Context: an optimization exercise on an open-source flow, tuned for small area, a short achievable clock period and few clock cycles per item. The choices shown serve that exercise and are no tape-out recipe. The RTL was checked by simulation tests, not by an equivalence proof against the original design. Power is estimated from default activity; no workload was simulated.

## flow/design.v (module list and top-level ports; edited modules follow where they fit)
// module multiplier32FP: 195 lines
// module sel2: 8 lines
// module mul24_cs: 2235 lines
// module fa_cell: 4 lines
// module ao22_cell: 3 lines
// module xor_cell: 3 lines
// module ha_cell: 4 lines
module multiplier32FP (
	input  logic        clk,
	input  logic        rst_n,
	input  logic        start_i,
	input  logic [31:0] a_i,
	input  logic [31:0] b_i,
	output logic        done_o,
	output logic        nan_o,
	output logic        infinit_o,
	output logic        overflow_o,
	output logic        underflow_o,
	output logic [31:0] product_o
);
  // ...
==> flow/flow/run.sh <==
#!/bin/bash
# Own layout flow: the standard ORFS flow (standard.sh) with two changes:
#  - the input and output ports are buffered with buf_4 cells instead of the
#    default port-buffer choice;
#  - timing repair aims for 7.5 ns of setup slack (the clock period and the
#    constraints are unchanged; this only makes repair work on paths that
#    already meet them).
# Each make step writes its own log under orfs/logs; the make output as a
# whole goes to standard.log.
set -euo pipefail
export BUFFER_PORTS_ARGS="-buffer_cell sky130_fd_sc_hd__buf_4"
export SETUP_SLACK_MARGIN=7.5
bash standard.sh > standard.log 2>&1
==> flow/standard.sh <==
#!/bin/bash
# synth_recipe.tcl (not shown) runs the flow's synth.tcl, then flattens the netlist and writes it again
# the make line also repeats each setting of config.mk as NAME=value (left out here)
make -C /OpenROAD-flow-scripts/flow DESIGN_CONFIG=/design/flow/config.mk WORK_HOME=/design/flow/orfs CLKGATE_MAP_FILE= SYNTH_SCRIPT=/design/flow/synth_recipe.tcl "${@:-finish}"
==> flow/config.mk <==
export PLATFORM = sky130hd
export DESIGN_NAME = multiplier32FP
export DESIGN_NICKNAME = multiplier32FP
export VERILOG_FILES = /design/flow/design.v
export SDC_FILE = /design/flow/constraint.sdc
export NUM_CORES = 4
export LEC_CHECK = 0
export CAP_MARGIN = 20
export CORE_MARGIN = 2
export CORE_UTILIZATION = 40
export PLACE_DENSITY = 0.6
export SLEW_MARGIN = 20
export SYNTH_HIERARCHICAL = 1
==> flow/constraint.sdc <==
create_clock -name core_clock -period 15.0 [get_ports {clk}]
set_input_delay 3.0000 -clock core_clock [delete_from_list [all_inputs] [get_ports {clk}]]
set_output_delay 3.0000 -clock core_clock [all_outputs]
set_load 0.01 [all_outputs]
==> results.txt, run 1 <==
* Hold_buf cts at 0
* # rows at 88
* Top class by area: multi-input gates
* CTS Root Cell: clkbuf_16
* Total of max-cap violations at 0
* Status: timing/DRC/antenna clean
* Met3 usage at 0.04876
* Power per cell area at 240.7 nW/µm²
* Worst path most repeated cell: a21oi_1
* Crit-path cells: ha_1 -> a2111oi_1 -> o21ai_2 -> a21o_1 -> a41oi_2 -> o211ai_1 -> nand3_1 -> a21oi_1 -> nor3_2 -> inv_1 -> mux2_2 -> a21oi_1 -> o21ai_0 -> buf_4
* Post-Syn Area at 23280 µm²
* Slowest-stage cell, CP: a2111oi_1
* Most frequent cell after synthesis: xor2_1
* Comb pwr share at 0.776
* Yosys top cell by area: fa_1
* EDFF count, synth at 13
* Main combinational cell family by area after synthesis: adder cells
* Vias in the first global route at around 20000
* HPWL reported at the end of detailed placement at 54530 µm
* Fin Setup TNS at 0 ps
* Seq/Total Area, Yosys at 0.1653
* Top Layer Used: met5
* Async S/R FF share, synth at 0.01622
* Worst EP required at 12000 ps
* Post-Syn Instances at 2355
* Post-Synth XOR/XNOR Area at 0.1462
* CTS Buf Count at 17
* Clk latency of the worst-skew pair at 490 ps
* Non-clock buffer share at 0.04105
* CP endpoint: product_o[17]
* Ys flop type: dfxtp_1
* Clock-cell share of area at 0.02346
* Top power group: combinational logic
* Final design utilization at 0.4372
* Met2 Use GR at 0.4108
* Pwr Total at 6060 µW
* Final GP Congestion at 0.8795
* Largest net degree at the start of global routing at 57
* Worst r2r src: d_r$_DFF_P_
* Avg WL per Cell at about 25 µm
Testbench counts, summed over its fixed seeds: cycles 3,321, ops 3,200.
==> module multiplier32FP, before the edit <==
module multiplier32FP (
	input  logic        clk,
	input  logic        rst_n,
	input  logic        start_i,
	input  logic [31:0] a_i,
	input  logic [31:0] b_i,
	output logic        done_o,
	output logic        nan_o,
	output logic        infinit_o,
	output logic        overflow_o,
	output logic        underflow_o,
	output logic [31:0] product_o
);
	logic [7:0]  ea, eb;
	logic [22:0] fa, fb;
	logic        ea_nz, eb_nz, fa_nz, fb_nz, ea_max, eb_max;
	logic [23:0] ma, mb;
	logic        da, db, z, nan, inf_op, bd, rare;
	logic [22:0] fsub;
	logic [4:0]  msb;
	logic [8:0]  esum;
	assign ea = a_i[30:23];
	assign eb = b_i[30:23];
	assign fa = a_i[22:0];
	assign fb = b_i[22:0];
	assign ea_nz = |ea;
	assign eb_nz = |eb;
	assign fa_nz = |fa;
	assign fb_nz = |fb;
	assign ea_max = &ea;
	assign eb_max = &eb;
	assign ma = {ea_nz, fa};
	assign mb = {eb_nz, fb};
	assign da = !ea_nz && fa_nz;
	assign db = !eb_nz && fb_nz;
	assign z      = (!ea_nz && !fa_nz) || (!eb_nz && !fb_nz);
	assign nan    = (ea_max && fa_nz) || (eb_max && fb_nz);
	assign inf_op = (ea_max && !fa_nz) || (eb_max && !fb_nz);
	assign bd     = da && db;
	assign esum   = {1'b0, ea} + {1'b0, eb};
	assign fsub = da ? fa : fb;
	always_comb begin
		msb = 5'd0;
		for (int i = 0; i < 23; i++)
			if (fsub[i]) msb = 5'(i);
	end
	assign rare = !z && !bd &&
	              ((((da || db) || esum <= 9'd127) && !nan && !inf_op) ||
	               esum == 9'd381 || esum == 9'd382);
	logic [47:0] ms, mc, s_r, c_r;
	mul24_cs u_mul (.a(ma), .b(mb), .s(ms), .c(mc));
	logic [8:0]  esum_r;
	logic [4:0]  msb_r;
	logic        d_r, sign_r, bd_r, nan_r, z_r, inf_op_r;
	always_ff @(posedge clk) begin
		s_r      <= ms;
		c_r      <= mc;
		esum_r   <= esum;
		msb_r    <= msb;
		d_r      <= da || db;
		sign_r   <= a_i[31] ^ b_i[31];
		bd_r     <= bd;
		nan_r    <= nan;
		z_r      <= z;
		inf_op_r <= inf_op;
	end
	logic [47:0] p;
	assign p = s_r + c_r;
	logic [7:0]  fe;
	logic [22:0] fw;
	logic [31:0] f_prod;
	logic        f_nan, f_ovf, f_unf;
	sel2 #(.N(31)) u_fsel (.s(p[47]),
	                       .a({8'(esum_r - 9'd126), p[46:24]}),
	                       .b({8'(esum_r - 9'd127), p[45:23]}),
	                       .y({fe, fw}));
	always_comb begin
		f_prod = {sign_r, fe, fw};
		f_nan  = 1'b0;
		f_ovf  = 1'b0;
		f_unf  = 1'b0;
		if (bd_r) begin
			f_prod = 32'h0;
			f_unf  = 1'b1;
		end else if (nan_r) begin
			f_prod = 32'h0;
			f_nan  = 1'b1;
		end else if (z_r) begin
			f_prod = 32'h0;
		end else if (inf_op_r || esum_r >= 9'd383) begin
			f_prod = {sign_r, 31'h7FFFFFFF};
			f_ovf  = 1'b1;
		end
	end
	logic [4:0]  k;
	logic [9:0]  sum3, esum1;
	logic        low0;
	logic [5:0]  vsh;
	assign k     = d_r ? msb_r : 5'd22;
	assign sum3  = {1'b0, esum_r} + {5'b0, k};
	assign low0  = (sum3 <= 10'd149);
	assign esum1 = {1'b0, esum_r} + {9'b0, d_r};
	always_comb begin
		if (!low0)                vsh = d_r ? {1'b0, msb_r} : 6'd23;
		else if (esum1 <= 10'd88) vsh = 6'd63;
		else                      vsh = 6'(10'd151 - esum1);
	end
	logic [46:0] sh_load, sh_r;
	logic [4:0]  cnt_load, cnt_r;
	always_comb begin
		if (vsh >= 6'd48) begin
			sh_load  = 47'd0;
			cnt_load = 5'd0;
		end else if (vsh >= 6'd23) begin
			sh_load  = {22'd0, p[47:23]};
			cnt_load = 5'(vsh - 6'd23);
		end else begin
			sh_load  = p[46:0];
			cnt_load = vsh[4:0];
		end
	end
	logic pend, shifting, idle, gsel, gdone;
	assign idle  = !pend && !shifting;
	assign gdone = (pend && cnt_load == 5'd0) || (shifting && cnt_r == 5'd1);
	always_ff @(posedge clk or negedge rst_n) begin
		if (!rst_n) begin
			pend     <= 1'b0;
			shifting <= 1'b0;
			done_o   <= 1'b0;
		end else begin
			pend     <= idle && start_i && rare;
			shifting <= (pend && cnt_load != 5'd0) || (shifting && cnt_r != 5'd1);
			done_o   <= (idle && start_i && !rare) || gdone;
		end
	end
	logic [9:0]  g_sum3;
	logic        g_sign, g_nan, g_inf_op;
	always_ff @(posedge clk) begin
		gsel  <= gdone;
		sh_r  <= pend ? sh_load : {1'b0, sh_r[46:1]};
		cnt_r <= pend ? cnt_load : cnt_r - 5'd1;
		if (pend) begin
			g_sum3   <= sum3;
			g_sign   <= sign_r;
			g_nan    <= nan_r;
			g_inf_op <= inf_op_r;
		end
	end
	logic        g_low0;
	logic [7:0]  ef;
	logic        ge254, ge255, eq254, eq255;
	assign g_low0 = (g_sum3 <= 10'd149);
	assign ef    = 8'(g_sum3 - 10'd149);
	assign ge254 = (g_sum3 >= 10'd403);
	assign ge255 = (g_sum3 >= 10'd404);
	assign eq254 = (g_sum3 == 10'd403);
	assign eq255 = (g_sum3 == 10'd404);
	logic [24:0] q;
	logic        sel, wz, inf_f, ovf_n, unf_n;
	logic [22:0] w;
	logic [7:0]  e_field;
	logic [31:0] g_prod;
	logic        g_nan_o, g_inf, g_ovf, g_unf;
	assign q = sh_r[24:0];
	assign sel = q[24] && !g_low0;
	assign w = sel ? q[23:1] : q[22:0];
	assign e_field = g_low0 ? {7'b0, q[23]} : ef + {7'b0, q[24]};
	assign wz = (w == 23'd0);
	assign inf_f = (q[24] ? eq254 : eq255) && wz;
	assign ovf_n = q[24] ? ge254 : ge255;
	assign unf_n = g_low0 && !q[23] && wz;
	always_comb begin
		g_prod  = {g_sign, e_field, w};
		g_nan_o = 1'b0;
		g_inf   = 1'b0;
		g_ovf   = 1'b0;
		g_unf   = 1'b0;
		if (g_nan) begin
			g_prod  = 32'h0;
			g_nan_o = 1'b1;
			g_inf   = inf_f;
		end else if (g_inf_op || ovf_n) begin
			g_prod  = {g_sign, 31'h7FFFFFFF};
			g_inf   = inf_f;
			g_ovf   = g_inf_op || !inf_f;
		end else begin
			g_unf   = unf_n;
		end
	end
	assign product_o   = gsel ? g_prod  : f_prod;
	assign nan_o       = gsel ? g_nan_o : f_nan;
	assign infinit_o   = gsel && g_inf;
	assign overflow_o  = gsel ? g_ovf   : f_ovf;
	assign underflow_o = gsel ? g_unf   : f_unf;
endmodule
==> run 2, diff against run 1 <==
--- a/flow/design.v
+++ b/flow/design.v
@@ -65,7 +65,7 @@
 		inf_op_r <= inf_op;
 	end
 	logic [47:0] p;
-	assign p = s_r + c_r;
+	add48 u_add (.a(s_r), .b(c_r), .s(p));
 	logic [7:0]  fe;
 	logic [22:0] fw;
 	logic [31:0] f_prod;
@@ -193,6 +193,568 @@
 	assign overflow_o  = gsel ? g_ovf   : f_ovf;
 	assign underflow_o = gsel ? g_unf   : f_unf;
 endmodule
+module add48 (input logic [47:0] a, input logic [47:0] b, output logic [47:0] s);
+	logic g0_0;
+	logic g0_1;
+	logic g0_2;
+	logic g0_3;
+	logic g0_4;
+	logic g0_5;
+	logic g0_6;
+	logic g0_7;
+	logic g0_8;
+	logic g0_9;
+	logic g0_10;
+	logic g0_11;
+	logic g0_12;
+	logic g0_13;
+	logic g0_14;
+	logic g0_15;
+	logic g0_16;
+	logic g0_17;
+	logic g0_18;
+	logic g0_19;
+	logic g0_20;
+	logic g0_21;
+	logic g0_22;
+	logic g0_23;
+	logic g0_24;
+	logic g0_25;
+	logic g0_26;
+	logic g0_27;
+	logic g0_28;
+	logic g0_29;
+	logic g0_30;
+	logic g0_31;
+	logic g0_32;
+	logic g0_33;
+	logic g0_34;
+	logic g0_35;
+	logic g0_36;
+	logic g0_37;
+	logic g0_38;
+	logic g0_39;
+	logic g0_40;
+	logic g0_41;
+	logic g0_42;
+	logic g0_43;
+	logic g0_44;
+	logic g0_45;
+	logic g0_46;
+	logic g0_47;
+	logic p0_0;
+	logic p0_1;
+	logic p0_2;
+	logic p0_3;
+	logic p0_4;
+	logic p0_5;
+	logic p0_6;
+	logic p0_7;
+	logic p0_8;
+	logic p0_9;
+	logic p0_10;
+	logic p0_11;
+	logic p0_12;
+	logic p0_13;
+	logic p0_14;
+	logic p0_15;
+	logic p0_16;
+	logic p0_17;
+	logic p0_18;
+	logic p0_19;
+	logic p0_20;
+	logic p0_21;
+	logic p0_22;
+	logic p0_23;
+	logic p0_24;
+	logic p0_25;
+	logic p0_26;
+	logic p0_27;
+	logic p0_28;
+	logic p0_29;
+	logic p0_30;
+	logic p0_31;
+	logic p0_32;
+	logic p0_33;
+	logic p0_34;
+	logic p0_35;
+	logic p0_36;
+	logic p0_37;
+	logic p0_38;
+	logic p0_39;
+	logic p0_40;
+	logic p0_41;
+	logic p0_42;
+	logic p0_43;
+	logic p0_44;
+	logic p0_45;
+	logic p0_46;
+	logic p0_47;
+	logic g1_1;
+	logic g1_3;
+	logic p1_3;
+	logic g1_5;
+	logic p1_5;
+	logic g1_7;
+	logic p1_7;
+	logic g1_9;
+	logic p1_9;
+	logic g1_11;
+	logic p1_11;
+	logic g1_13;
+	logic p1_13;
+	logic g1_15;
+	logic p1_15;
+	logic g1_17;
+	logic p1_17;
+	logic g1_19;
+	logic p1_19;
+	logic g1_21;
+	logic p1_21;
+	logic g1_23;
+	logic p1_23;
+	logic g1_25;
+	logic p1_25;
+	logic g1_27;
+	logic p1_27;
+	logic g1_29;
+	logic p1_29;
+	logic g1_31;
+	logic p1_31;
+	logic g1_33;
+	logic p1_33;
+	logic g1_35;
+	logic p1_35;
+	logic g1_37;
+	logic p1_37;
+	logic g1_39;
+	logic p1_39;
+	logic g1_41;
+	logic p1_41;
+	logic g1_43;
+	logic p1_43;
+	logic g1_45;
+	logic p1_45;
+	logic g1_47;
+	logic p1_47;
+	logic g2_3;
+	logic g2_5;
+	logic p2_5;
+	logic g2_7;
+	logic p2_7;
+	logic g2_9;
+	logic p2_9;
+	logic g2_11;
+	logic p2_11;
+	logic g2_13;
+	logic p2_13;
+	logic g2_15;
+	logic p2_15;
+	logic g2_17;
+	logic p2_17;
+	logic g2_19;
+	logic p2_19;
+	logic g2_21;
+	logic p2_21;
+	logic g2_23;
+	logic p2_23;
+	logic g2_25;
+	logic p2_25;
+	logic g2_27;
+	logic p2_27;
+	logic g2_29;
+	logic p2_29;
+	logic g2_31;
+	logic p2_31;
+	logic g2_33;
+	logic p2_33;
+	logic g2_35;
+	logic p2_35;
+	logic g2_37;
+	logic p2_37;
+	logic g2_39;
+	logic p2_39;
+	logic g2_41;
+	logic p2_41;
+	logic g2_43;
+	logic p2_43;
+	logic g2_45;
+	logic p2_45;
+	logic g2_47;
+	logic p2_47;
+	logic g3_5;
+	logic g3_7;
+	logic g3_9;
+	logic p3_9;
+	logic g3_11;
+	logic p3_11;
+	logic g3_13;
+	logic p3_13;
+	logic g3_15;
+	logic p3_15;
+	logic g3_17;
+	logic p3_17;
+	logic g3_19;
+	logic p3_19;
+	logic g3_21;
+	logic p3_21;
+	logic g3_23;
+	logic p3_23;
+	logic g3_25;
+	logic p3_25;
+	logic g3_27;
+	logic p3_27;
+	logic g3_29;
+	logic p3_29;
+	logic g3_31;
+	logic p3_31;
+	logic g3_33;
+	logic p3_33;
+	logic g3_35;
+	logic p3_35;
+	logic g3_37;
+	logic p3_37;
+	logic g3_39;
+	logic p3_39;
+	logic g3_41;
+	logic p3_41;
+	logic g3_43;
+	logic p3_43;
+	logic g3_45;
+	logic p3_45;
+	logic g3_47;
+	logic p3_47;
+	logic g4_9;
+	logic g4_11;
+	logic g4_13;
+	logic g4_15;
+	logic g4_17;
+	logic p4_17;
+	logic g4_19;
+	logic p4_19;
+	logic g4_21;
+	logic p4_21;
+	logic g4_23;
+	logic p4_23;
+	logic g4_25;
+	logic p4_25;
+	logic g4_27;
+	logic p4_27;
+	logic g4_29;
+	logic p4_29;
+	logic g4_31;
+	logic p4_31;
+	logic g4_33;
+	logic p4_33;
+	logic g4_35;
+	logic p4_35;
+	logic g4_37;
+	logic p4_37;
+	logic g4_39;
+	logic p4_39;
+	logic g4_41;
+	logic p4_41;
+	logic g4_43;
+	logic p4_43;
+	logic g4_45;
+	logic p4_45;
+	logic g4_47;
+	logic p4_47;
+	logic g5_17;
+	logic g5_19;
+	logic g5_21;
+	logic g5_23;
+	logic g5_25;
+	logic g5_27;
+	logic g5_29;
+	logic g5_31;
+	logic g5_33;
+	logic p5_33;
+	logic g5_35;
+	logic p5_35;
+	logic g5_37;
+	logic p5_37;
+	logic g5_39;
+	logic p5_39;
+	logic g5_41;
+	logic p5_41;
+	logic g5_43;
+	logic p5_43;
+	logic g5_45;
+	logic p5_45;
+	logic g5_47;
+	logic p5_47;
+	logic g6_33;
+	logic g6_35;
+	logic g6_37;
+	logic g6_39;
+	logic g6_41;
+	logic g6_43;
+	logic g6_45;
+	logic g6_47;
+	logic g7_2;
+	logic g7_4;
+	logic g7_6;
+	logic g7_8;
+	logic g7_10;
+	logic g7_12;
+	logic g7_14;
+	logic g7_16;
+	logic g7_18;
+	logic g7_20;
+	logic g7_22;
+	logic g7_24;
+	logic g7_26;
+	logic g7_28;
+	logic g7_30;
+	logic g7_32;
+	logic g7_34;
+	logic g7_36;
+	logic g7_38;
+	logic g7_40;
+	logic g7_42;
+	logic g7_44;
+	logic g7_46;
+	ha_cell u_h0 (.a(a[0]), .b(b[0]), .s(p0_0), .co(g0_0));
+	ha_cell u_h1 (.a(a[1]), .b(b[1]), .s(p0_1), .co(g0_1));
+	ha_cell u_h2 (.a(a[2]), .b(b[2]), .s(p0_2), .co(g0_2));
+	ha_cell u_h3 (.a(a[3]), .b(b[3]), .s(p0_3), .co(g0_3));
+	ha_cell u_h4 (.a(a[4]), .b(b[4]), .s(p0_4), .co(g0_4));
+	ha_cell u_h5 (.a(a[5]), .b(b[5]), .s(p0_5), .co(g0_5));
+	ha_cell u_h6 (.a(a[6]), .b(b[6]), .s(p0_6), .co(g0_6));
+	ha_cell u_h7 (.a(a[7]), .b(b[7]), .s(p0_7), .co(g0_7));
+	ha_cell u_h8 (.a(a[8]), .b(b[8]), .s(p0_8), .co(g0_8));
+	ha_cell u_h9 (.a(a[9]), .b(b[9]), .s(p0_9), .co(g0_9));
+	ha_cell u_h10 (.a(a[10]), .b(b[10]), .s(p0_10), .co(g0_10));
+	ha_cell u_h11 (.a(a[11]), .b(b[11]), .s(p0_11), .co(g0_11));
+	ha_cell u_h12 (.a(a[12]), .b(b[12]), .s(p0_12), .co(g0_12));
+	ha_cell u_h13 (.a(a[13]), .b(b[13]), .s(p0_13), .co(g0_13));
+	ha_cell u_h14 (.a(a[14]), .b(b[14]), .s(p0_14), .co(g0_14));
+	ha_cell u_h15 (.a(a[15]), .b(b[15]), .s(p0_15), .co(g0_15));
+	ha_cell u_h16 (.a(a[16]), .b(b[16]), .s(p0_16), .co(g0_16));
+	ha_cell u_h17 (.a(a[17]), .b(b[17]), .s(p0_17), .co(g0_17));
+	ha_cell u_h18 (.a(a[18]), .b(b[18]), .s(p0_18), .co(g0_18));
+	ha_cell u_h19 (.a(a[19]), .b(b[19]), .s(p0_19), .co(g0_19));
+	ha_cell u_h20 (.a(a[20]), .b(b[20]), .s(p0_20), .co(g0_20));
+	ha_cell u_h21 (.a(a[21]), .b(b[21]), .s(p0_21), .co(g0_21));
+	ha_cell u_h22 (.a(a[22]), .b(b[22]), .s(p0_22), .co(g0_22));
+	ha_cell u_h23 (.a(a[23]), .b(b[23]), .s(p0_23), .co(g0_23));
+	ha_cell u_h24 (.a(a[24]), .b(b[24]), .s(p0_24), .co(g0_24));
+	ha_cell u_h25 (.a(a[25]), .b(b[25]), .s(p0_25), .co(g0_25));
+	ha_cell u_h26 (.a(a[26]), .b(b[26]), .s(p0_26), .co(g0_26));
+	ha_cell u_h27 (.a(a[27]), .b(b[27]), .s(p0_27), .co(g0_27));
+	ha_cell u_h28 (.a(a[28]), .b(b[28]), .s(p0_28), .co(g0_28));
+	ha_cell u_h29 (.a(a[29]), .b(b[29]), .s(p0_29), .co(g0_29));
+	ha_cell u_h30 (.a(a[30]), .b(b[30]), .s(p0_30), .co(g0_30));
+	ha_cell u_h31 (.a(a[31]), .b(b[31]), .s(p0_31), .co(g0_31));
+	ha_cell u_h32 (.a(a[32]), .b(b[32]), .s(p0_32), .co(g0_32));
+	ha_cell u_h33 (.a(a[33]), .b(b[33]), .s(p0_33), .co(g0_33));
+	ha_cell u_h34 (.a(a[34]), .b(b[34]), .s(p0_34), .co(g0_34));
+	ha_cell u_h35 (.a(a[35]), .b(b[35]), .s(p0_35), .co(g0_35));
+	ha_cell u_h36 (.a(a[36]), .b(b[36]), .s(p0_36), .co(g0_36));
+	ha_cell u_h37 (.a(a[37]), .b(b[37]), .s(p0_37), .co(g0_37));
+	ha_cell u_h38 (.a(a[38]), .b(b[38]), .s(p0_38), .co(g0_38));
+	ha_cell u_h39 (.a(a[39]), .b(b[39]), .s(p0_39), .co(g0_39));
+	ha_cell u_h40 (.a(a[40]), .b(b[40]), .s(p0_40), .co(g0_40));
+	ha_cell u_h41 (.a(a[41]), .b(b[41]), .s(p0_41), .co(g0_41));
+	ha_cell u_h42 (.a(a[42]), .b(b[42]), .s(p0_42), .co(g0_42));
+	ha_cell u_h43 (.a(a[43]), .b(b[43]), .s(p0_43), .co(g0_43));
+	ha_cell u_h44 (.a(a[44]), .b(b[44]), .s(p0_44), .co(g0_44));
+	ha_cell u_h45 (.a(a[45]), .b(b[45]), .s(p0_45), .co(g0_45));
+	ha_cell u_h46 (.a(a[46]), .b(b[46]), .s(p0_46), .co(g0_46));
+	ha_cell u_h47 (.a(a[47]), .b(b[47]), .s(p0_47), .co(g0_47));
+	pg_grey u_g1_1 (.gh(g0_1), .ph(p0_1), .gl(g0_0), .g(g1_1));
+	pg_black u_b1_3 (.gh(g0_3), .ph(p0_3), .gl(g0_2), .pl(p0_2), .g(g1_3), .p(p1_3));
+	pg_black u_b1_5 (.gh(g0_5), .ph(p0_5), .gl(g0_4), .pl(p0_4), .g(g1_5), .p(p1_5));
+	pg_black u_b1_7 (.gh(g0_7), .ph(p0_7), .gl(g0_6), .pl(p0_6), .g(g1_7), .p(p1_7));
+	pg_black u_b1_9 (.gh(g0_9), .ph(p0_9), .gl(g0_8), .pl(p0_8), .g(g1_9), .p(p1_9));
+	pg_black u_b1_11 (.gh(g0_11), .ph(p0_11), .gl(g0_10), .pl(p0_10), .g(g1_11), .p(p1_11));
+	pg_black u_b1_13 (.gh(g0_13), .ph(p0_13), .gl(g0_12), .pl(p0_12), .g(g1_13), .p(p1_13));
+	pg_black u_b1_15 (.gh(g0_15), .ph(p0_15), .gl(g0_14), .pl(p0_14), .g(g1_15), .p(p1_15));
+	pg_black u_b1_17 (.gh(g0_17), .ph(p0_17), .gl(g0_16), .pl(p0_16), .g(g1_17), .p(p1_17));
+	pg_black u_b1_19 (.gh(g0_19), .ph(p0_19), .gl(g0_18), .pl(p0_18), .g(g1_19), .p(p1_19));
+	pg_black u_b1_21 (.gh(g0_21), .ph(p0_21), .gl(g0_20), .pl(p0_20), .g(g1_21), .p(p1_21));
+	pg_black u_b1_23 (.gh(g0_23), .ph(p0_23), .gl(g0_22), .pl(p0_22), .g(g1_23), .p(p1_23));
+	pg_black u_b1_25 (.gh(g0_25), .ph(p0_25), .gl(g0_24), .pl(p0_24), .g(g1_25), .p(p1_25));
+	pg_black u_b1_27 (.gh(g0_27), .ph(p0_27), .gl(g0_26), .pl(p0_26), .g(g1_27), .p(p1_27));
+	pg_black u_b1_29 (.gh(g0_29), .ph(p0_29), .gl(g0_28), .pl(p0_28), .g(g1_29), .p(p1_29));
+	pg_black u_b1_31 (.gh(g0_31), .ph(p0_31), .gl(g0_30), .pl(p0_30), .g(g1_31), .p(p1_31));
+	pg_black u_b1_33 (.gh(g0_33), .ph(p0_33), .gl(g0_32), .pl(p0_32), .g(g1_33), .p(p1_33));
+	pg_black u_b1_35 (.gh(g0_35), .ph(p0_35), .gl(g0_34), .pl(p0_34), .g(g1_35), .p(p1_35));
+	pg_black u_b1_37 (.gh(g0_37), .ph(p0_37), .gl(g0_36), .pl(p0_36), .g(g1_37), .p(p1_37));
+	pg_black u_b1_39 (.gh(g0_39), .ph(p0_39), .gl(g0_38), .pl(p0_38), .g(g1_39), .p(p1_39));
+	pg_black u_b1_41 (.gh(g0_41), .ph(p0_41), .gl(g0_40), .pl(p0_40), .g(g1_41), .p(p1_41));
+	pg_black u_b1_43 (.gh(g0_43), .ph(p0_43), .gl(g0_42), .pl(p0_42), .g(g1_43), .p(p1_43));
+	pg_black u_b1_45 (.gh(g0_45), .ph(p0_45), .gl(g0_44), .pl(p0_44), .g(g1_45), .p(p1_45));
+	pg_black u_b1_47 (.gh(g0_47), .ph(p0_47), .gl(g0_46), .pl(p0_46), .g(g1_47), .p(p1_47));
+	pg_grey u_g2_3 (.gh(g1_3), .ph(p1_3), .gl(g1_1), .g(g2_3));
+	pg_black u_b2_5 (.gh(g1_5), .ph(p1_5), .gl(g1_3), .pl(p1_3), .g(g2_5), .p(p2_5));
+	pg_black u_b2_7 (.gh(g1_7), .ph(p1_7), .gl(g1_5), .pl(p1_5), .g(g2_7), .p(p2_7));
+	pg_black u_b2_9 (.gh(g1_9), .ph(p1_9), .gl(g1_7), .pl(p1_7), .g(g2_9), .p(p2_9));
+	pg_black u_b2_11 (.gh(g1_11), .ph(p1_11), .gl(g1_9), .pl(p1_9), .g(g2_11), .p(p2_11));
+	pg_black u_b2_13 (.gh(g1_13), .ph(p1_13), .gl(g1_11), .pl(p1_11), .g(g2_13), .p(p2_13));
+	pg_black u_b2_15 (.gh(g1_15), .ph(p1_15), .gl(g1_13), .pl(p1_13), .g(g2_15), .p(p2_15));
+	pg_black u_b2_17 (.gh(g1_17), .ph(p1_17), .gl(g1_15), .pl(p1_15), .g(g2_17), .p(p2_17));
+	pg_black u_b2_19 (.gh(g1_19), .ph(p1_19), .gl(g1_17), .pl(p1_17), .g(g2_19), .p(p2_19));
+	pg_black u_b2_21 (.gh(g1_21), .ph(p1_21), .gl(g1_19), .pl(p1_19), .g(g2_21), .p(p2_21));
+	pg_black u_b2_23 (.gh(g1_23), .ph(p1_23), .gl(g1_21), .pl(p1_21), .g(g2_23), .p(p2_23));
+	pg_black u_b2_25 (.gh(g1_25), .ph(p1_25), .gl(g1_23), .pl(p1_23), .g(g2_25), .p(p2_25));
+	pg_black u_b2_27 (.gh(g1_27), .ph(p1_27), .gl(g1_25), .pl(p1_25), .g(g2_27), .p(p2_27));
+	pg_black u_b2_29 (.gh(g1_29), .ph(p1_29), .gl(g1_27), .pl(p1_27), .g(g2_29), .p(p2_29));
+	pg_black u_b2_31 (.gh(g1_31), .ph(p1_31), .gl(g1_29), .pl(p1_29), .g(g2_31), .p(p2_31));
+	pg_black u_b2_33 (.gh(g1_33), .ph(p1_33), .gl(g1_31), .pl(p1_31), .g(g2_33), .p(p2_33));
+	pg_black u_b2_35 (.gh(g1_35), .ph(p1_35), .gl(g1_33), .pl(p1_33), .g(g2_35), .p(p2_35));
+	pg_black u_b2_37 (.gh(g1_37), .ph(p1_37), .gl(g1_35), .pl(p1_35), .g(g2_37), .p(p2_37));
+	pg_black u_b2_39 (.gh(g1_39), .ph(p1_39), .gl(g1_37), .pl(p1_37), .g(g2_39), .p(p2_39));
+	pg_black u_b2_41 (.gh(g1_41), .ph(p1_41), .gl(g1_39), .pl(p1_39), .g(g2_41), .p(p2_41));
+	pg_black u_b2_43 (.gh(g1_43), .ph(p1_43), .gl(g1_41), .pl(p1_41), .g(g2_43), .p(p2_43));
+	pg_black u_b2_45 (.gh(g1_45), .ph(p1_45), .gl(g1_43), .pl(p1_43), .g(g2_45), .p(p2_45));
+	pg_black u_b2_47 (.gh(g1_47), .ph(p1_47), .gl(g1_45), .pl(p1_45), .g(g2_47), .p(p2_47));
+	pg_grey u_g3_5 (.gh(g2_5), .ph(p2_5), .gl(g1_1), .g(g3_5));
+	pg_grey u_g3_7 (.gh(g2_7), .ph(p2_7), .gl(g2_3), .g(g3_7));
+	pg_black u_b3_9 (.gh(g2_9), .ph(p2_9), .gl(g2_5), .pl(p2_5), .g(g3_9), .p(p3_9));
+	pg_black u_b3_11 (.gh(g2_11), .ph(p2_11), .gl(g2_7), .pl(p2_7), .g(g3_11), .p(p3_11));
+	pg_black u_b3_13 (.gh(g2_13), .ph(p2_13), .gl(g2_9), .pl(p2_9), .g(g3_13), .p(p3_13));
+	pg_black u_b3_15 (.gh(g2_15), .ph(p2_15), .gl(g2_11), .pl(p2_11), .g(g3_15), .p(p3_15));
+	pg_black u_b3_17 (.gh(g2_17), .ph(p2_17), .gl(g2_13), .pl(p2_13), .g(g3_17), .p(p3_17));
+	pg_black u_b3_19 (.gh(g2_19), .ph(p2_19), .gl(g2_15), .pl(p2_15), .g(g3_19), .p(p3_19));
+	pg_black u_b3_21 (.gh(g2_21), .ph(p2_21), .gl(g2_17), .pl(p2_17), .g(g3_21), .p(p3_21));
+	pg_black u_b3_23 (.gh(g2_23), .ph(p2_23), .gl(g2_19), .pl(p2_19), .g(g3_23), .p(p3_23));
+	pg_black u_b3_25 (.gh(g2_25), .ph(p2_25), .gl(g2_21), .pl(p2_21), .g(g3_25), .p(p3_25));
+	pg_black u_b3_27 (.gh(g2_27), .ph(p2_27), .gl(g2_23), .pl(p2_23), .g(g3_27), .p(p3_27));
+	pg_black u_b3_29 (.gh(g2_29), .ph(p2_29), .gl(g2_25), .pl(p2_25), .g(g3_29), .p(p3_29));
+	pg_black u_b3_31 (.gh(g2_31), .ph(p2_31), .gl(g2_27), .pl(p2_27), .g(g3_31), .p(p3_31));
+	pg_black u_b3_33 (.gh(g2_33), .ph(p2_33), .gl(g2_29), .pl(p2_29), .g(g3_33), .p(p3_33));
+	pg_black u_b3_35 (.gh(g2_35), .ph(p2_35), .gl(g2_31), .pl(p2_31), .g(g3_35), .p(p3_35));
+	pg_black u_b3_37 (.gh(g2_37), .ph(p2_37), .gl(g2_33), .pl(p2_33), .g(g3_37), .p(p3_37));
+	pg_black u_b3_39 (.gh(g2_39), .ph(p2_39), .gl(g2_35), .pl(p2_35), .g(g3_39), .p(p3_39));
+	pg_black u_b3_41 (.gh(g2_41), .ph(p2_41), .gl(g2_37), .pl(p2_37), .g(g3_41), .p(p3_41));
+	pg_black u_b3_43 (.gh(g2_43), .ph(p2_43), .gl(g2_39), .pl(p2_39), .g(g3_43), .p(p3_43));
+	pg_black u_b3_45 (.gh(g2_45), .ph(p2_45), .gl(g2_41), .pl(p2_41), .g(g3_45), .p(p3_45));
+	pg_black u_b3_47 (.gh(g2_47), .ph(p2_47), .gl(g2_43), .pl(p2_43), .g(g3_47), .p(p3_47));
+	pg_grey u_g4_9 (.gh(g3_9), .ph(p3_9), .gl(g1_1), .g(g4_9));
+	pg_grey u_g4_11 (.gh(g3_11), .ph(p3_11), .gl(g2_3), .g(g4_11));
+	pg_grey u_g4_13 (.gh(g3_13), .ph(p3_13), .gl(g3_5), .g(g4_13));
+	pg_grey u_g4_15 (.gh(g3_15), .ph(p3_15), .gl(g3_7), .g(g4_15));
+	pg_black u_b4_17 (.gh(g3_17), .ph(p3_17), .gl(g3_9), .pl(p3_9), .g(g4_17), .p(p4_17));
+	pg_black u_b4_19 (.gh(g3_19), .ph(p3_19), .gl(g3_11), .pl(p3_11), .g(g4_19), .p(p4_19));
+	pg_black u_b4_21 (.gh(g3_21), .ph(p3_21), .gl(g3_13), .pl(p3_13), .g(g4_21), .p(p4_21));
+	pg_black u_b4_23 (.gh(g3_23), .ph(p3_23), .gl(g3_15), .pl(p3_15), .g(g4_23), .p(p4_23));
+	pg_black u_b4_25 (.gh(g3_25), .ph(p3_25), .gl(g3_17), .pl(p3_17), .g(g4_25), .p(p4_25));
+	pg_black u_b4_27 (.gh(g3_27), .ph(p3_27), .gl(g3_19), .pl(p3_19), .g(g4_27), .p(p4_27));
+	pg_black u_b4_29 (.gh(g3_29), .ph(p3_29), .gl(g3_21), .pl(p3_21), .g(g4_29), .p(p4_29));
+	pg_black u_b4_31 (.gh(g3_31), .ph(p3_31), .gl(g3_23), .pl(p3_23), .g(g4_31), .p(p4_31));
+	pg_black u_b4_33 (.gh(g3_33), .ph(p3_33), .gl(g3_25), .pl(p3_25), .g(g4_33), .p(p4_33));
+	pg_black u_b4_35 (.gh(g3_35), .ph(p3_35), .gl(g3_27), .pl(p3_27), .g(g4_35), .p(p4_35));
+	pg_black u_b4_37 (.gh(g3_37), .ph(p3_37), .gl(g3_29), .pl(p3_29), .g(g4_37), .p(p4_37));
+	pg_black u_b4_39 (.gh(g3_39), .ph(p3_39), .gl(g3_31), .pl(p3_31), .g(g4_39), .p(p4_39));
+	pg_black u_b4_41 (.gh(g3_41), .ph(p3_41), .gl(g3_33), .pl(p3_33), .g(g4_41), .p(p4_41));
+	pg_black u_b4_43 (.gh(g3_43), .ph(p3_43), .gl(g3_35), .pl(p3_35), .g(g4_43), .p(p4_43));
+	pg_black u_b4_45 (.gh(g3_45), .ph(p3_45), .gl(g3_37), .pl(p3_37), .g(g4_45), .p(p4_45));
+	pg_black u_b4_47 (.gh(g3_47), .ph(p3_47), .gl(g3_39), .pl(p3_39), .g(g4_47), .p(p4_47));
+	pg_grey u_g5_17 (.gh(g4_17), .ph(p4_17), .gl(g1_1), .g(g5_17));
+	pg_grey u_g5_19 (.gh(g4_19), .ph(p4_19), .gl(g2_3), .g(g5_19));
+	pg_grey u_g5_21 (.gh(g4_21), .ph(p4_21), .gl(g3_5), .g(g5_21));
+	pg_grey u_g5_23 (.gh(g4_23), .ph(p4_23), .gl(g3_7), .g(g5_23));
+	pg_grey u_g5_25 (.gh(g4_25), .ph(p4_25), .gl(g4_9), .g(g5_25));
+	pg_grey u_g5_27 (.gh(g4_27), .ph(p4_27), .gl(g4_11), .g(g5_27));
+	pg_grey u_g5_29 (.gh(g4_29), .ph(p4_29), .gl(g4_13), .g(g5_29));
+	pg_grey u_g5_31 (.gh(g4_31), .ph(p4_31), .gl(g4_15), .g(g5_31));
+	pg_black u_b5_33 (.gh(g4_33), .ph(p4_33), .gl(g4_17), .pl(p4_17), .g(g5_33), .p(p5_33));
+	pg_black u_b5_35 (.gh(g4_35), .ph(p4_35), .gl(g4_19), .pl(p4_19), .g(g5_35), .p(p5_35));
+	pg_black u_b5_37 (.gh(g4_37), .ph(p4_37), .gl(g4_21), .pl(p4_21), .g(g5_37), .p(p5_37));
+	pg_black u_b5_39 (.gh(g4_39), .ph(p4_39), .gl(g4_23), .pl(p4_23), .g(g5_39), .p(p5_39));
+	pg_black u_b5_41 (.gh(g4_41), .ph(p4_41), .gl(g4_25), .pl(p4_25), .g(g5_41), .p(p5_41));
+	pg_black u_b5_43 (.gh(g4_43), .ph(p4_43), .gl(g4_27), .pl(p4_27), .g(g5_43), .p(p5_43));
+	pg_black u_b5_45 (.gh(g4_45), .ph(p4_45), .gl(g4_29), .pl(p4_29), .g(g5_45), .p(p5_45));
+	pg_black u_b5_47 (.gh(g4_47), .ph(p4_47), .gl(g4_31), .pl(p4_31), .g(g5_47), .p(p5_47));
+	pg_grey u_g6_33 (.gh(g5_33), .ph(p5_33), .gl(g1_1), .g(g6_33));
+	pg_grey u_g6_35 (.gh(g5_35), .ph(p5_35), .gl(g2_3), .g(g6_35));
+	pg_grey u_g6_37 (.gh(g5_37), .ph(p5_37), .gl(g3_5), .g(g6_37));
+	pg_grey u_g6_39 (.gh(g5_39), .ph(p5_39), .gl(g3_7), .g(g6_39));
+	pg_grey u_g6_41 (.gh(g5_41), .ph(p5_41), .gl(g4_9), .g(g6_41));
+	pg_grey u_g6_43 (.gh(g5_43), .ph(p5_43), .gl(g4_11), .g(g6_43));
+	pg_grey u_g6_45 (.gh(g5_45), .ph(p5_45), .gl(g4_13), .g(g6_45));
+	pg_grey u_g6_47 (.gh(g5_47), .ph(p5_47), .gl(g4_15), .g(g6_47));
+	pg_grey u_g7_2 (.gh(g0_2), .ph(p0_2), .gl(g1_1), .g(g7_2));
+	pg_grey u_g7_4 (.gh(g0_4), .ph(p0_4), .gl(g2_3), .g(g7_4));
+	pg_grey u_g7_6 (.gh(g0_6), .ph(p0_6), .gl(g3_5), .g(g7_6));
+	pg_grey u_g7_8 (.gh(g0_8), .ph(p0_8), .gl(g3_7), .g(g7_8));
+	pg_grey u_g7_10 (.gh(g0_10), .ph(p0_10), .gl(g4_9), .g(g7_10));
+	pg_grey u_g7_12 (.gh(g0_12), .ph(p0_12), .gl(g4_11), .g(g7_12));
+	pg_grey u_g7_14 (.gh(g0_14), .ph(p0_14), .gl(g4_13), .g(g7_14));
+	pg_grey u_g7_16 (.gh(g0_16), .ph(p0_16), .gl(g4_15), .g(g7_16));
+	pg_grey u_g7_18 (.gh(g0_18), .ph(p0_18), .gl(g5_17), .g(g7_18));
+	pg_grey u_g7_20 (.gh(g0_20), .ph(p0_20), .gl(g5_19), .g(g7_20));
+	pg_grey u_g7_22 (.gh(g0_22), .ph(p0_22), .gl(g5_21), .g(g7_22));
+	pg_grey u_g7_24 (.gh(g0_24), .ph(p0_24), .gl(g5_23), .g(g7_24));
+	pg_grey u_g7_26 (.gh(g0_26), .ph(p0_26), .gl(g5_25), .g(g7_26));
+	pg_grey u_g7_28 (.gh(g0_28), .ph(p0_28), .gl(g5_27), .g(g7_28));
+	pg_grey u_g7_30 (.gh(g0_30), .ph(p0_30), .gl(g5_29), .g(g7_30));
+	pg_grey u_g7_32 (.gh(g0_32), .ph(p0_32), .gl(g5_31), .g(g7_32));
+	pg_grey u_g7_34 (.gh(g0_34), .ph(p0_34), .gl(g6_33), .g(g7_34));
+	pg_grey u_g7_36 (.gh(g0_36), .ph(p0_36), .gl(g6_35), .g(g7_36));
+	pg_grey u_g7_38 (.gh(g0_38), .ph(p0_38), .gl(g6_37), .g(g7_38));
+	pg_grey u_g7_40 (.gh(g0_40), .ph(p0_40), .gl(g6_39), .g(g7_40));
+	pg_grey u_g7_42 (.gh(g0_42), .ph(p0_42), .gl(g6_41), .g(g7_42));
+	pg_grey u_g7_44 (.gh(g0_44), .ph(p0_44), .gl(g6_43), .g(g7_44));
+	pg_grey u_g7_46 (.gh(g0_46), .ph(p0_46), .gl(g6_45), .g(g7_46));
+	assign s[0] = p0_0;
+	xor_cell u_x1 (.a(p0_1), .b(g0_0), .y(s[1]));
+	xor_cell u_x2 (.a(p0_2), .b(g1_1), .y(s[2]));
+	xor_cell u_x3 (.a(p0_3), .b(g7_2), .y(s[3]));
+	xor_cell u_x4 (.a(p0_4), .b(g2_3), .y(s[4]));
+	xor_cell u_x5 (.a(p0_5), .b(g7_4), .y(s[5]));
+	xor_cell u_x6 (.a(p0_6), .b(g3_5), .y(s[6]));
+	xor_cell u_x7 (.a(p0_7), .b(g7_6), .y(s[7]));
+	xor_cell u_x8 (.a(p0_8), .b(g3_7), .y(s[8]));
+	xor_cell u_x9 (.a(p0_9), .b(g7_8), .y(s[9]));
+	xor_cell u_x10 (.a(p0_10), .b(g4_9), .y(s[10]));
+	xor_cell u_x11 (.a(p0_11), .b(g7_10), .y(s[11]));
+	xor_cell u_x12 (.a(p0_12), .b(g4_11), .y(s[12]));
+	xor_cell u_x13 (.a(p0_13), .b(g7_12), .y(s[13]));
+	xor_cell u_x14 (.a(p0_14), .b(g4_13), .y(s[14]));
+	xor_cell u_x15 (.a(p0_15), .b(g7_14), .y(s[15]));
+	xor_cell u_x16 (.a(p0_16), .b(g4_15), .y(s[16]));
+	xor_cell u_x17 (.a(p0_17), .b(g7_16), .y(s[17]));
+	xor_cell u_x18 (.a(p0_18), .b(g5_17), .y(s[18]));
+	xor_cell u_x19 (.a(p0_19), .b(g7_18), .y(s[19]));
+	xor_cell u_x20 (.a(p0_20), .b(g5_19), .y(s[20]));
+	xor_cell u_x21 (.a(p0_21), .b(g7_20), .y(s[21]));
+	xor_cell u_x22 (.a(p0_22), .b(g5_21), .y(s[22]));
+	xor_cell u_x23 (.a(p0_23), .b(g7_22), .y(s[23]));
+	xor_cell u_x24 (.a(p0_24), .b(g5_23), .y(s[24]));
+	xor_cell u_x25 (.a(p0_25), .b(g7_24), .y(s[25]));
+	xor_cell u_x26 (.a(p0_26), .b(g5_25), .y(s[26]));
+	xor_cell u_x27 (.a(p0_27), .b(g7_26), .y(s[27]));
+	xor_cell u_x28 (.a(p0_28), .b(g5_27), .y(s[28]));
+	xor_cell u_x29 (.a(p0_29), .b(g7_28), .y(s[29]));
+	xor_cell u_x30 (.a(p0_30), .b(g5_29), .y(s[30]));
+	xor_cell u_x31 (.a(p0_31), .b(g7_30), .y(s[31]));
+	xor_cell u_x32 (.a(p0_32), .b(g5_31), .y(s[32]));
+	xor_cell u_x33 (.a(p0_33), .b(g7_32), .y(s[33]));
+	xor_cell u_x34 (.a(p0_34), .b(g6_33), .y(s[34]));
+	xor_cell u_x35 (.a(p0_35), .b(g7_34), .y(s[35]));
+	xor_cell u_x36 (.a(p0_36), .b(g6_35), .y(s[36]));
+	xor_cell u_x37 (.a(p0_37), .b(g7_36), .y(s[37]));
+	xor_cell u_x38 (.a(p0_38), .b(g6_37), .y(s[38]));
+	xor_cell u_x39 (.a(p0_39), .b(g7_38), .y(s[39]));
+	xor_cell u_x40 (.a(p0_40), .b(g6_39), .y(s[40]));
+	xor_cell u_x41 (.a(p0_41), .b(g7_40), .y(s[41]));
+	xor_cell u_x42 (.a(p0_42), .b(g6_41), .y(s[42]));
+	xor_cell u_x43 (.a(p0_43), .b(g7_42), .y(s[43]));
+	xor_cell u_x44 (.a(p0_44), .b(g6_43), .y(s[44]));
+	xor_cell u_x45 (.a(p0_45), .b(g7_44), .y(s[45]));
+	xor_cell u_x46 (.a(p0_46), .b(g6_45), .y(s[46]));
+	xor_cell u_x47 (.a(p0_47), .b(g7_46), .y(s[47]));
+endmodule
+module pg_grey (input logic gh, ph, gl, output logic g);
+	assign g = gh | (ph & gl);
+endmodule
+module pg_black (input logic gh, ph, gl, pl, output logic g, p);
+	assign g = gh | (ph & gl);
+	assign p = ph & pl;
+endmodule
 module sel2 #(parameter int N = 1) (
 	input  logic         s,
 	input  logic [N-1:0] a,
==> flow/flow/run.sh (replaced) <==
#!/bin/bash
# Own layout flow: the standard ORFS flow (standard.sh) with two changes:
#  - the input and output ports are buffered with buf_4 cells instead of the
#    default port-buffer choice;
#  - timing repair aims for 8 ns of setup slack (the clock period and the
#    constraints are unchanged; this only makes repair work on paths that
#    already meet them).
# Each make step writes its own log under orfs/logs; the make output as a
# whole goes to standard.log.
set -euo pipefail
export BUFFER_PORTS_ARGS="-buffer_cell sky130_fd_sc_hd__buf_4"
export SETUP_SLACK_MARGIN=8
bash standard.sh > standard.log 2>&1
==> flow/config.mk (replaced) <==
export PLATFORM = sky130hd
export DESIGN_NAME = multiplier32FP
export DESIGN_NICKNAME = multiplier32FP
export VERILOG_FILES = /design/flow/design.v
export SDC_FILE = /design/flow/constraint.sdc
export NUM_CORES = 4
export LEC_CHECK = 0
export CAP_MARGIN = 0
export CORE_MARGIN = 2
export CORE_UTILIZATION = 60
export PLACE_DENSITY = 0.75
export SLEW_MARGIN = 0
export SYNTH_HIERARCHICAL = 1
==> results.txt, run 2 <==
* Adder-cell area share of the yosys netlist at 0.2791
* GR Overflow Total at 0
* Ant. Diodes at 0
* Post-Syn Area at 23240 µm² (-0.17%)
* Sequential share of power at 0.150
* Synth cell count leaders: xor2_1, a22o_1, fa_1, dfxtp_1, a21o_1
* # IOs at 104
* Seq/Total Area, Yosys at 0.1656 (+0.0002847)
* Yosys cell types at 76
* Final Hold Slack at 430.9 ps
* Final GP Congestion at 0.9422 (+7.1%)
* Fin nets at 2744
* Worst EP required at 12000 ps (about the same)
* Crit Path Max Fanout at 16
* Count of final setup violators at 0
* Initial core utilization at 0.6042
* Worst clock skew at 14.03 ps
* Post-DRT Antenna Nets at 0
* Clk latency of the worst-skew pair at 450 ps (-40 ps)
* Synth Area in Compound Gates at 0.2259
* Hold Path Class: reg -> reg
* Setup slack after layout at 8070 ps
* Top flop regs: c_r x48, s_r x48, sh_r x47
* FMAX at 144.3 MHz
* Async S/R FF share, synth at 0.01622 (unchanged)
* Worst slew pin tran at 1026 ps
* Core area at 38470 µm²
* Worst reg2reg endpoint: sh_r[14]$_DFF_P_
* Switching pwr at 2875 µW
* Yosys Warn Count at 9
* Die X at 200.8 µm
* Initial drt markers at 1888
* Drt pass-1 iters at 5
* Ranking of synthesized cells by area: fa_1, dfxtp_1, xor2_1, a22o_1, ha_1
* LEAKAGE at 0.01108 µW
* Clk buf depth at 2
* EDFF count, synth at 13 (unchanged)
* Clock power share at 0.074
* CTS Buf Count at 17 (unchanged)
* Most frequent cells in the layout: xor2_1, a22o_1, fa_1
* FF-to-FF path depth at 17
* CP endpoint: product_o[23]
* Sink Count at 185
* IO Port Bufs at 103
* Total of max-cap violations at 0 (unchanged)
* CTS Root Cell: clkbuf_16
* Int Pwr at between 2000 and 3000 µW
* Final hold vios at 0
* Post-Syn Instances at 2286 (-2.9%)
* R2r setup slk at roughly 9300 ps
* RSZ-0062 raised after global routing: true
* Critical path class: reg -> out
* Vias per cell at 6.684
* HPWL reported at the end of detailed placement at 51020 µm (-6.4%)
* Register clock-pin slew on the reported worst setup and hold paths at 70 ps
* Via Count at 19030
* Yosys top cell by area: fa_1
* Dpl cells at around 2800
* Worst setup path start: s_r[15]$_DFF_P_
* Comb pwr share at 0.776 (about the same)
* Share of post-route cells with drive strength above 1 at 0.1043
* Pins Over Slew Limit at 0
* Layout area overhead at 6.713%
* Dpl ws at approximately 7400 ps
* VDD IR max at 144.4 µV
* Area share of the largest cell type after synthesis at 0.2291
* Initial antenna violation count at 0
* CP arrival at about 3900 ps
* Pwr Total at 5852 µW (-3.4%)
* Avg WL per Cell at 26.11 µm (+6.0%)
* First-pass GRT wire length at 114100 µm
* # rows at 72 (-18%)
* H-Tree Depth at 4
* Startpoint Class: flop
* Most frequent cell after synthesis: xor2_1
* Largest net degree at the start of global routing at 73 (+28%)
* Tcrit/Tclk final at 0.4620
* Multiplexer area fraction after synthesis at 0.03973
* Post-synthesis simple-gate area fraction at 0.08602
* Fin Setup TNS at 0 ps (unchanged)
* Most common cell after layout, fill and taps aside: xor2_1
* Slew margin rel. at 0.3159
* Hold_buf cts at 0 (unchanged)
* Synthesis-stage register bit count at between 150 and 200
* Gr usage total at 0.3671
* # fillers at roughly 3200
* Worst r2r src: d_r$_DFF_P_
* Post-synthesis area per instance at 10.17 µm²
* DR DRC count at 0
* CTS tree: built
* Finished Layout Cells at 2847
* Post-Synth XOR/XNOR Area at 0.1496 (+0.003428)
* Die area at a little over 40000 µm²
* Fin crit period at 6930 ps
* Sw Share at 0.4912
* Final wirelength at 74340 µm
* Power per cell area at 235.9 nW/µm² (-2.0%)
* Status: timing/DRC/antenna clean
* Main combinational cell family by area after synthesis: adder cells
* Die Y-Extent at 200.8 µm
* Ys flop type: dfxtp_1
* CP Capture Type: primary output
* Vias in the first global route at 19170 (-1.9%)
## run 2: changes by cell type after synthesis, moves of 13 or more
cell     change
a21o_1     +105
and2_1      +77
nand2_1     -59
a21oi_1     -53
xor2_1      +29
nor2_1      -23
mux2i_1     +18
xnor2_1     -18
o21ai_0     -17
a22o_1      -13
## run 2: worst min path at each step
stage / start / to / slack (ps) / cells after the start
after floorplan: sh_r[25]$_DFF_P_ / sh_r[24]$_DFF_P_ / 410 / 1
after global placement: sign_r$_DFF_P_ / g_sign$_DFFE_PP_ / 420 / 0
after detailed placement: sh_r[25]$_DFF_P_ / sh_r[24]$_DFF_P_ / 420 / 1
after CTS: sh_r[43]$_DFF_P_ / sh_r[42]$_DFF_P_ / 430 / 2
after global routing: sh_r[44]$_DFF_P_ / sh_r[43]$_DFF_P_ / 440 / 2
final: sh_r[44]$_DFF_P_ / sh_r[43]$_DFF_P_ / 430 / 2
## run 2: worst max-delay path, stage by stage, from the launching register on
cell	delay, ps
dfxtp_1	300
ha_1	380
a21o_1	230
a21o_1	220
a21o_1	220
a21o_1	200
a21o_1	170
a21o_1	190
a21o_1	320
xor2_4	210
buf_12	180
mux2_2	350
a221o_1	350
buf_4	160
## run 2: cells by family after synthesis
group | count (synthesis)
other cells | 1
buf+inv | 220
compound gates | 681
simple gates | 355
xor+xnor | 397
fa+ha+maj | 359
flops | 185
mux | 88
## run 2: power by group through the flow
stage               registers (µW)  clock network [µW]  logic (µW)
floorplan                      824                   0        3780
global placement               878                   0        4270
detailed placement             881                   0        4390
CTS                            871                 436        4440
global route                   891                 453        4900
finish                         878                 431        4540
## run 2: routing by layer
metal / vias to the layer above / part of all wire / GRT usage
li1: 8176 / - / -
met1: 9408 / 0.40 / 0.4939
met2: 1221 / 0.45 / 0.5765
met3: 225 / 0.11 / 0.07906
met4: 0 / 0.039 / 0.1542
met5: - / 0 / 0
## run 2: area by class of cell
type	count	area (µm²)	area share
sequential	185	3850	0.1552
clock buffer	20	446.7	0.01801
clock inverter	9	92.59	0.003733
tap	518	648.1	0.02613
timing repair buffer	130	1001	0.04036
inverter	79	296.5	0.01196
multi-input combinational	1906	18470	0.7446
## run 2: modules after synthesis, one instance, submodules excluded, a selection
module          cell area (µm²)  flops+latches  cells  times used
multiplier32FP             8220            185    865           1
mul24_cs                   1304              0    191           1
fa_cell                   20.02              0      1         264
pg_black                  13.76              0      2          84
ha_cell                   12.51              0      1          70
ao22_cell                 8.758              0      1         300
xor_cell                  8.758              0      1         347
add48                     7.507              0      1           1
pg_grey                   7.507              0      1          46
## run 2: through the flow
step           utilization  instance area, µm²
2_1_floorplan            -               23340
3_3_place_gp        0.6275               24140
3_5_place_dp        0.6275               24140
4_1_cts             0.6439               24770
5_1_grt             0.6448               24800
6_report            0.6448               24800
## run 2: repair_timing
item / 4_1_cts / 5_1_grt
buffers inserted: 1 / 1
cloned: 1 / 0
gates resized for setup: 7 / 3
setup endpoints to repair: 36 / 24
pin swaps: 1 / 1
Testbench counts of run 2, summed over its fixed seeds: cycles 3,321, ops 3,200.
==> run 3, diff against run 2 <==
--- a/flow/config.mk
+++ b/flow/config.mk
@@ -7,7 +7,8 @@
 export LEC_CHECK = 0
 export CAP_MARGIN = 0
 export CORE_MARGIN = 2
-export CORE_UTILIZATION = 60
-export PLACE_DENSITY = 0.75
+export CORE_UTILIZATION = 65
+export GPL_TIMING_DRIVEN = 1
+export PLACE_DENSITY = 0.78
 export SLEW_MARGIN = 0
 export SYNTH_HIERARCHICAL = 1
==> results.txt, run 3 <==
* Post-synthesis area per instance at 10.17 µm² (unchanged)
* Initial antenna violation count at 1 (+1)
* CTS tree: built
* Async S/R FF share, synth at 0.01622 (unchanged)
* Fin crit period at 6935 ps (+4.410 ps)
* Final wirelength at 72590 µm (-2.4%)
* Post-Syn Area at 23240 µm² (unchanged)
* CTS Buf Count at 17 (unchanged)
* Post-synthesis simple-gate area fraction at 0.08602 (unchanged)
* Adder-cell area share of the yosys netlist at 0.2791 (unchanged)
* Final GP Congestion at 0.9475 (+0.56%)
* Ranking of synthesized cells by area: fa_1, dfxtp_1, xor2_1, a22o_1, ha_1
* Die Y-Extent at 193.1 µm (-3.8%)
* Clk latency of the worst-skew pair at 440 ps (about the same)
* Synth Area in Compound Gates at 0.2259 (unchanged)
* Slew margin rel. at 0.3192 (+0.003289)
* Main combinational cell family by area after synthesis: adder cells
* CP arrival at 7250 ps (+3320 ps)
* Pins Over Slew Limit at 0 (unchanged)
* Gr usage total at 0.3913 (+0.02422)
* First-pass GRT wire length at 110900 µm (-2.8%)
* Largest net degree at the start of global routing at 73 (unchanged)
* Via Count at 19150 (+0.63%)
* Area share of the largest cell type after synthesis at 0.2291 (unchanged)
* H-Tree Depth at 4 (unchanged)
* CTS Root Cell: clkbuf_16
* Power per cell area at 237.8 nW/µm² (+0.79%)
* Clk buf depth at 2 (unchanged)
* Fin nets at 2748 (+0.15%)
* Fin Setup TNS at 0 ps (unchanged)
* CP Capture Type: flop
* Layout area overhead at 6.895%
* Total of max-cap violations at 0 (unchanged)
* Share of post-route cells with drive strength above 1 at 0.1074 (+0.003112)
* Crit Path Max Fanout at 35 (+19)
* Synthesis-stage register bit count at 185 (unchanged)
* Post-DRT Antenna Nets at 0 (unchanged)
* Ys flop type: dfxtp_1
* Drt pass-1 iters at 8 (+3)
* Top flop regs: c_r x48, s_r x48, sh_r x47
* Die X at 193.1 µm (-3.8%)
* EDFF count, synth at 13 (unchanged)
* Post-Synth XOR/XNOR Area at 0.1496 (unchanged)
* Count of final setup violators at 0 (unchanged)
* VDD IR max at 327.6 µV (+130%)
* Worst clock skew at 8.210 ps (-5.819 ps)
* DR DRC count at 0 (unchanged)
* RSZ-0062 raised after global routing: true
* Vias in the first global route at 19692 (+2.7%)
* Most frequent cells in the layout: xor2_1, a22o_1, fa_1
* Pwr Total at 5909 µW (+0.97%)
* Vias per cell at 6.844 (+2.4%)
* Die area at 37290 µm² (-7.5%)
* Hold_buf cts at 0 (unchanged)
* Yosys top cell by area: fa_1
* HPWL reported at the end of detailed placement at 48820 µm (-4.3%)
* Multiplexer area fraction after synthesis at 0.03973 (unchanged)
* Initial core utilization at 0.6567 (+0.05242)
* Worst EP required at 15320 ps (+3320 ps)
* Yosys cell types at 76 (unchanged)
* Synth cell count leaders: xor2_1, a22o_1, fa_1, dfxtp_1, a21o_1
* # IOs at 104 (unchanged)
* Register clock-pin slew on the reported worst setup and hold paths at 70 ps (about the same)
* Core area at 35400 µm² (-8.0%)
* Yosys Warn Count at 9 (unchanged)
* # rows at 69 (-4.2%)
* Startpoint Class: input pin
* GR Overflow Total at 0 (unchanged)
* Worst slew pin tran at 1021 ps (-4.932 ps)
* Most common cell after layout, fill and taps aside: xor2_1
* Hold Path Class: reg -> reg
* Most frequent cell after synthesis: xor2_1
* Seq/Total Area, Yosys at 0.1656 (unchanged)
* Tcrit/Tclk final at 0.4623 (about the same)
* Final hold vios at 0 (unchanged)
* Sink Count at 185 (unchanged)
* Status: timing/DRC/antenna clean
* Post-Syn Instances at 2286 (unchanged)
* Avg WL per Cell at 25.94 µm (-0.64%)
* Initial drt markers at 1905 (+0.90%)
* Critical path class: in -> reg
* IO Port Bufs at 103 (unchanged)
* LEAKAGE at 0.01112 µW (+0.41%)
* FMAX at 144.2 MHz (about the same)
## run 3: cell counts after synthesis
No cell type changed its count.
## run 3: through the flow
| stage | hold WS, ps | std cells | setup WS (ps) | cell area (µm²) | utilization |
|---|---|---|---|---|---|
| final | 437.4 | 2798 | 8065 | 24850 | 0.7019 |
| after CTS | 439.9 | 2793 | 8016 | 24770 | 0.6998 |
| after global routing | 456.7 | 2797 | 7971 | 24840 | 0.7019 |
| after detailed placement | 426.4 | 2756 | 7473 | 24090 | 0.6805 |
| after floorplan | 408.2 | 2310 | 8015 | 23340 | - |
| after global placement | 420.0 | 2756 | 7651 | 24090 | 0.6805 |
## run 3: layer usage
| layer | global-route usage | wire (µm) | share of wire |
|---|---|---|---|
| met4 | 0.1751 | 3184 | 0.044 |
| met5 | 0 | 0 | 0 |
| met1 | 0.4939 | 27790 | 0.38 |
| met3 | 0.09339 | 8175 | 0.11 |
| met2 | 0.6405 | 33440 | 0.46 |
## run 3: cell type report
class | count | area (µm²)
Multi-Input combinational cell | 1906 | 18480
Fill cell | 2755 | 10550
Sequential cell | 185 | 3850
Timing Repair Buffer | 133 | 1040
Tap cell | 461 | 576.8
Clock buffer | 17 | 425.4
Inverter | 79 | 300.3
Clock inverter | 15 | 163.9
Timing Repair inverter | 1 | 5.005
Antenna cell | 1 | 2.502
## run 3: repair_timing
action,in CTS,in global routing
setup endpoints to repair,36,33
pin swaps,2,1
resized for setup,4,7
setup buffers,4,2
cloned,1,1
## run 3: worst paths after layout
check | start | end | depth (start not counted) | slack, ps
worst max-delay path | b_i[17] | c_r[27]$_DFF_P_ | 9 | 8070
worst min-delay path | sh_r[26]$_DFF_P_ | sh_r[25]$_DFF_P_ | 2 | 440
worst max register to register | d_r$_DFF_P_ | sh_r[14]$_DFF_P_ | 17 | 9170
worst min register to register | sh_r[26]$_DFF_P_ | sh_r[25]$_DFF_P_ | 2 | 440
max in group asynchronous | rst_n | pend$_DFF_PN0_ | 1 | 12570
min in group asynchronous | rst_n | pend$_DFF_PN0_ | 1 | 2330
## run 3: worst max-delay path, cell delays in order
cell and delay [ps]:
buf_4 530, xor2_4 840, a22o_1 290, xor2_1 240
fa_1 480, fa_1 430, fa_1 440, fa_1 520
fa_1 430
## run 3: modules after synthesis, one instance, submodules excluded, excerpt
module          copies in the design  area, µm²  flops+latches
fa_cell                          264      20.02              0
multiplier32FP                     1       8220            185
pg_grey                           46      7.507              0
ha_cell                           70      12.51              0
xor_cell                         347      8.758              0
add48                              1      7.507              0
pg_black                          84      13.76              0
ao22_cell                        300      8.758              0
mul24_cs                           1       1304              0
## run 3: power breakdown
group          switching, µW  internal [µW]  total (µW)
logic                   2580           2020        4600
clock network            209            250         458
registers                107            748         855
total                   2890           3020        5910
## run 3: kinds of logic after synthesis
logic type,after synthesis
AO/OA/AOI/OAI,681
XOR/XNOR,397
adder cells (fa/ha/maj),359
AND/OR/NAND/NOR,355
buffers and inverters,220
flip-flops,185
multiplexers,88
other,1
==> run 4, diff against run 3 <==
==> flow/flow/run.sh (replaced) <==
#!/bin/bash
# Own layout flow: the standard ORFS flow (standard.sh) with two changes:
#  - the input and output ports are buffered with buf_4 cells instead of the
#    default port-buffer choice;
#  - timing repair aims for 8.2 ns of setup slack (the clock period and the
#    constraints are unchanged; this only makes repair work on paths that
#    already meet them).
# Each make step writes its own log under orfs/logs; the make output as a
# whole goes to standard.log.
set -euo pipefail
export BUFFER_PORTS_ARGS="-buffer_cell sky130_fd_sc_hd__buf_4"
export SETUP_SLACK_MARGIN=8.2
bash standard.sh > standard.log 2>&1
--- a/flow/config.mk
+++ b/flow/config.mk
@@ -7,8 +7,7 @@
 export LEC_CHECK = 0
 export CAP_MARGIN = 0
 export CORE_MARGIN = 2
-export CORE_UTILIZATION = 65
-export GPL_TIMING_DRIVEN = 1
-export PLACE_DENSITY = 0.78
+export CORE_UTILIZATION = 60
+export PLACE_DENSITY = 0.75
 export SLEW_MARGIN = 0
 export SYNTH_HIERARCHICAL = 1
==> results.txt, run 4 <==
* FF-to-FF path depth at 18 (+1)
* Area share of the largest cell type after synthesis at 0.2291 (unchanged)
* Area occupied by multi-input gates at 19050 µm² (+3.0%)
* Clk buf depth at 2 (unchanged)
* FMAX at 147.5 MHz (+2.3%)
* Slowest-stage cell, CP: fa_1
* Synthesis-stage register bit count at 185 (unchanged)
* Tcrit/Tclk final at 0.4519 (-0.01046)
* R2r setup slk at 9030 ps (-140 ps)
* First-pass GRT wire length at 117000 µm (+5.5%)
* Vias in the first global route at 19520 (-0.87%)
* Largest net degree at the start of global routing at 73 (unchanged)
* Core area at 38470 µm² (+8.7%)
* H-Tree Depth at 4 (unchanged)
* CP Capture Type: flop
* Fin nets at 2755 (+0.25%)
* Synth Area in Compound Gates at 0.2259 (unchanged)
* Main combinational cell family by area after synthesis: adder cells
* VDD IR max at 119.0 µV (-64%)
* Fin crit period at 6778 ps (-156.9 ps)
* # rows at 72 (+4.3%)
* Post-DRT Antenna Nets at 0 (unchanged)
* CTS tree: built
* Initial antenna violation count at 0 (-1)
* Crit-path max cell delay at 580 ps (-260 ps)
* Async S/R FF share, synth at 0.01622 (unchanged)
* Most frequent cell after synthesis: xor2_1
* Worst r2r src: d_r$_DFF_P_
* CTS Buf Count at 17 (unchanged)
* Register clock-pin slew on the reported worst setup and hold paths at 80 ps (about the same)
* Die X at 200.8 µm (+4.0%)
* IO Port Bufs at 103 (unchanged)
* CTS Root Cell: clkbuf_16
* Post-Synth XOR/XNOR Area at 0.1496 (unchanged)
* Fin Setup TNS at 0 ps (unchanged)
* Ant. Diodes at 0 (-1)
* Most common cell after layout, fill and taps aside: xor2_1
* Final GP Congestion at 0.9420 (-0.58%)
* Crit-path cells: clkbuf_8 -> nand2b_1 -> o21ai_4 -> buf_6 -> a22o_1 -> xor2_1 -> inv_1 -> fa_1 -> fa_1 -> fa_1 -> fa_1 -> fa_1
* DR DRC count at 0 (unchanged)
* Initial core utilization at 0.6042 (-0.05242)
* Min-Delay Endpoint: sh_r[35]$_DFF_P_
* Critical path class: in -> reg
* Crit path max-delay family: adder cells
* Die Y-Extent at 200.8 µm (+4.0%)
* Pwr Total at 6079 µW (+2.9%)
* Clk latency of the worst-skew pair at 450 ps (about the same)
* Yosys top cell by area: fa_1
* Status: timing/DRC/antenna clean
## run 4: cells by family after synthesis
group	after synthesis
other	1
AND/OR/NAND/NOR	355
adder cells (fa/ha/maj)	359
multiplexers	88
AO/OA/AOI/OAI	681
buffers and inverters	220
flip-flops	185
XOR/XNOR	397
## run 4: worst register-to-register path, cell delays in order (launching register included)
cell	delay (ps)
dfxtp_1	650
nand2b_1	270
fa_1	490
a21o_1	190
o21ai_1	150
xnor2_1	210
o2111ai_1	230
a41oi_4	630
a31oi_1	240
ha_1	390
a211oi_1	320
o211ai_1	180
nand2_1	140
o211ai_1	180
mux2i_4	200
buf_4	570
a32oi_1	290
a32o_1	340
o21bai_1	150
## run 4: routing by layer
| metal | share of wire | global-route usage | wire length, µm | up-vias |
|---|---|---|---|---|
| li1 | - | - | - | 8212 |
| met1 | 0.39 | 0.5004 | 30240 | 9653 |
| met2 | 0.45 | 0.5894 | 34670 | 1313 |
| met3 | 0.12 | 0.09919 | 8844 | 262 |
| met4 | 0.039 | 0.1423 | 3015 | 0 |
| met5 | 0 | 0 | 0 | - |
## run 4: cell type report
cell class | instances | share of cell area
Sequential cell | 185 | 0.1509
Clock buffer | 20 | 0.01789
Inverter | 79 | 0.01158
Multi-Input combinational cell | 1913 | 0.7440
Tap cell | 518 | 0.02532
Timing Repair Buffer | 134 | 0.04604
Clock inverter | 12 | 0.004204
## run 4: worst max path at each step
stage	endpoint	slack, ps	cells past startpoint
2_1_floorplan	c_r[30]$_DFF_P_	8300	10
3_3_place_gp	c_r[25]$_DFF_P_	7270	10
5_1_grt	product_o[30]	8130	12
4_1_cts	product_o[23]	8190	13
6_report	c_r[27]$_DFF_P_	8220	12
3_5_place_dp	c_r[32]$_DFF_P_	7220	10
## run 4: metrics by stage
stage                     setup slack, ps  hold slack (ps)  instances  instance area, µm²    util
after floorplan                      8298            408.2       2310               23470       -
after global placement               7274            419.3       2808               24130  0.6273
after detailed placement             7215            432.5       2809               24160  0.6281
after CTS                            8195            439.5       2858               25080  0.6519
after global routing                 8127            459.4       2861               25600  0.6655
final                                8222            438.8       2861               25600  0.6655
## run 4: Yosys stat by module, one instance, submodules excluded, excerpt
module	cells	flip-flops and latches	copies in the design
pg_black	2	0	84
ha_cell	1	0	70
multiplier32FP	865	185	1
ao22_cell	1	0	300
xor_cell	1	0	347
add48	1	0	1
## run 4: repair_timing
action / CTS / global route
cloned: 8 / 1
hold buffers: 0 / 0
pin swaps: 9 / 8
setup buffers: 9 / 2
setup endpoints to repair: 77 / 73
gates resized for setup: 19 / 77
## run 4: where the power goes
part	total [µW]	switching (µW)	internal (µW)
logic	4730	2600	2130
registers	912	160	752
clock network	438	211	228
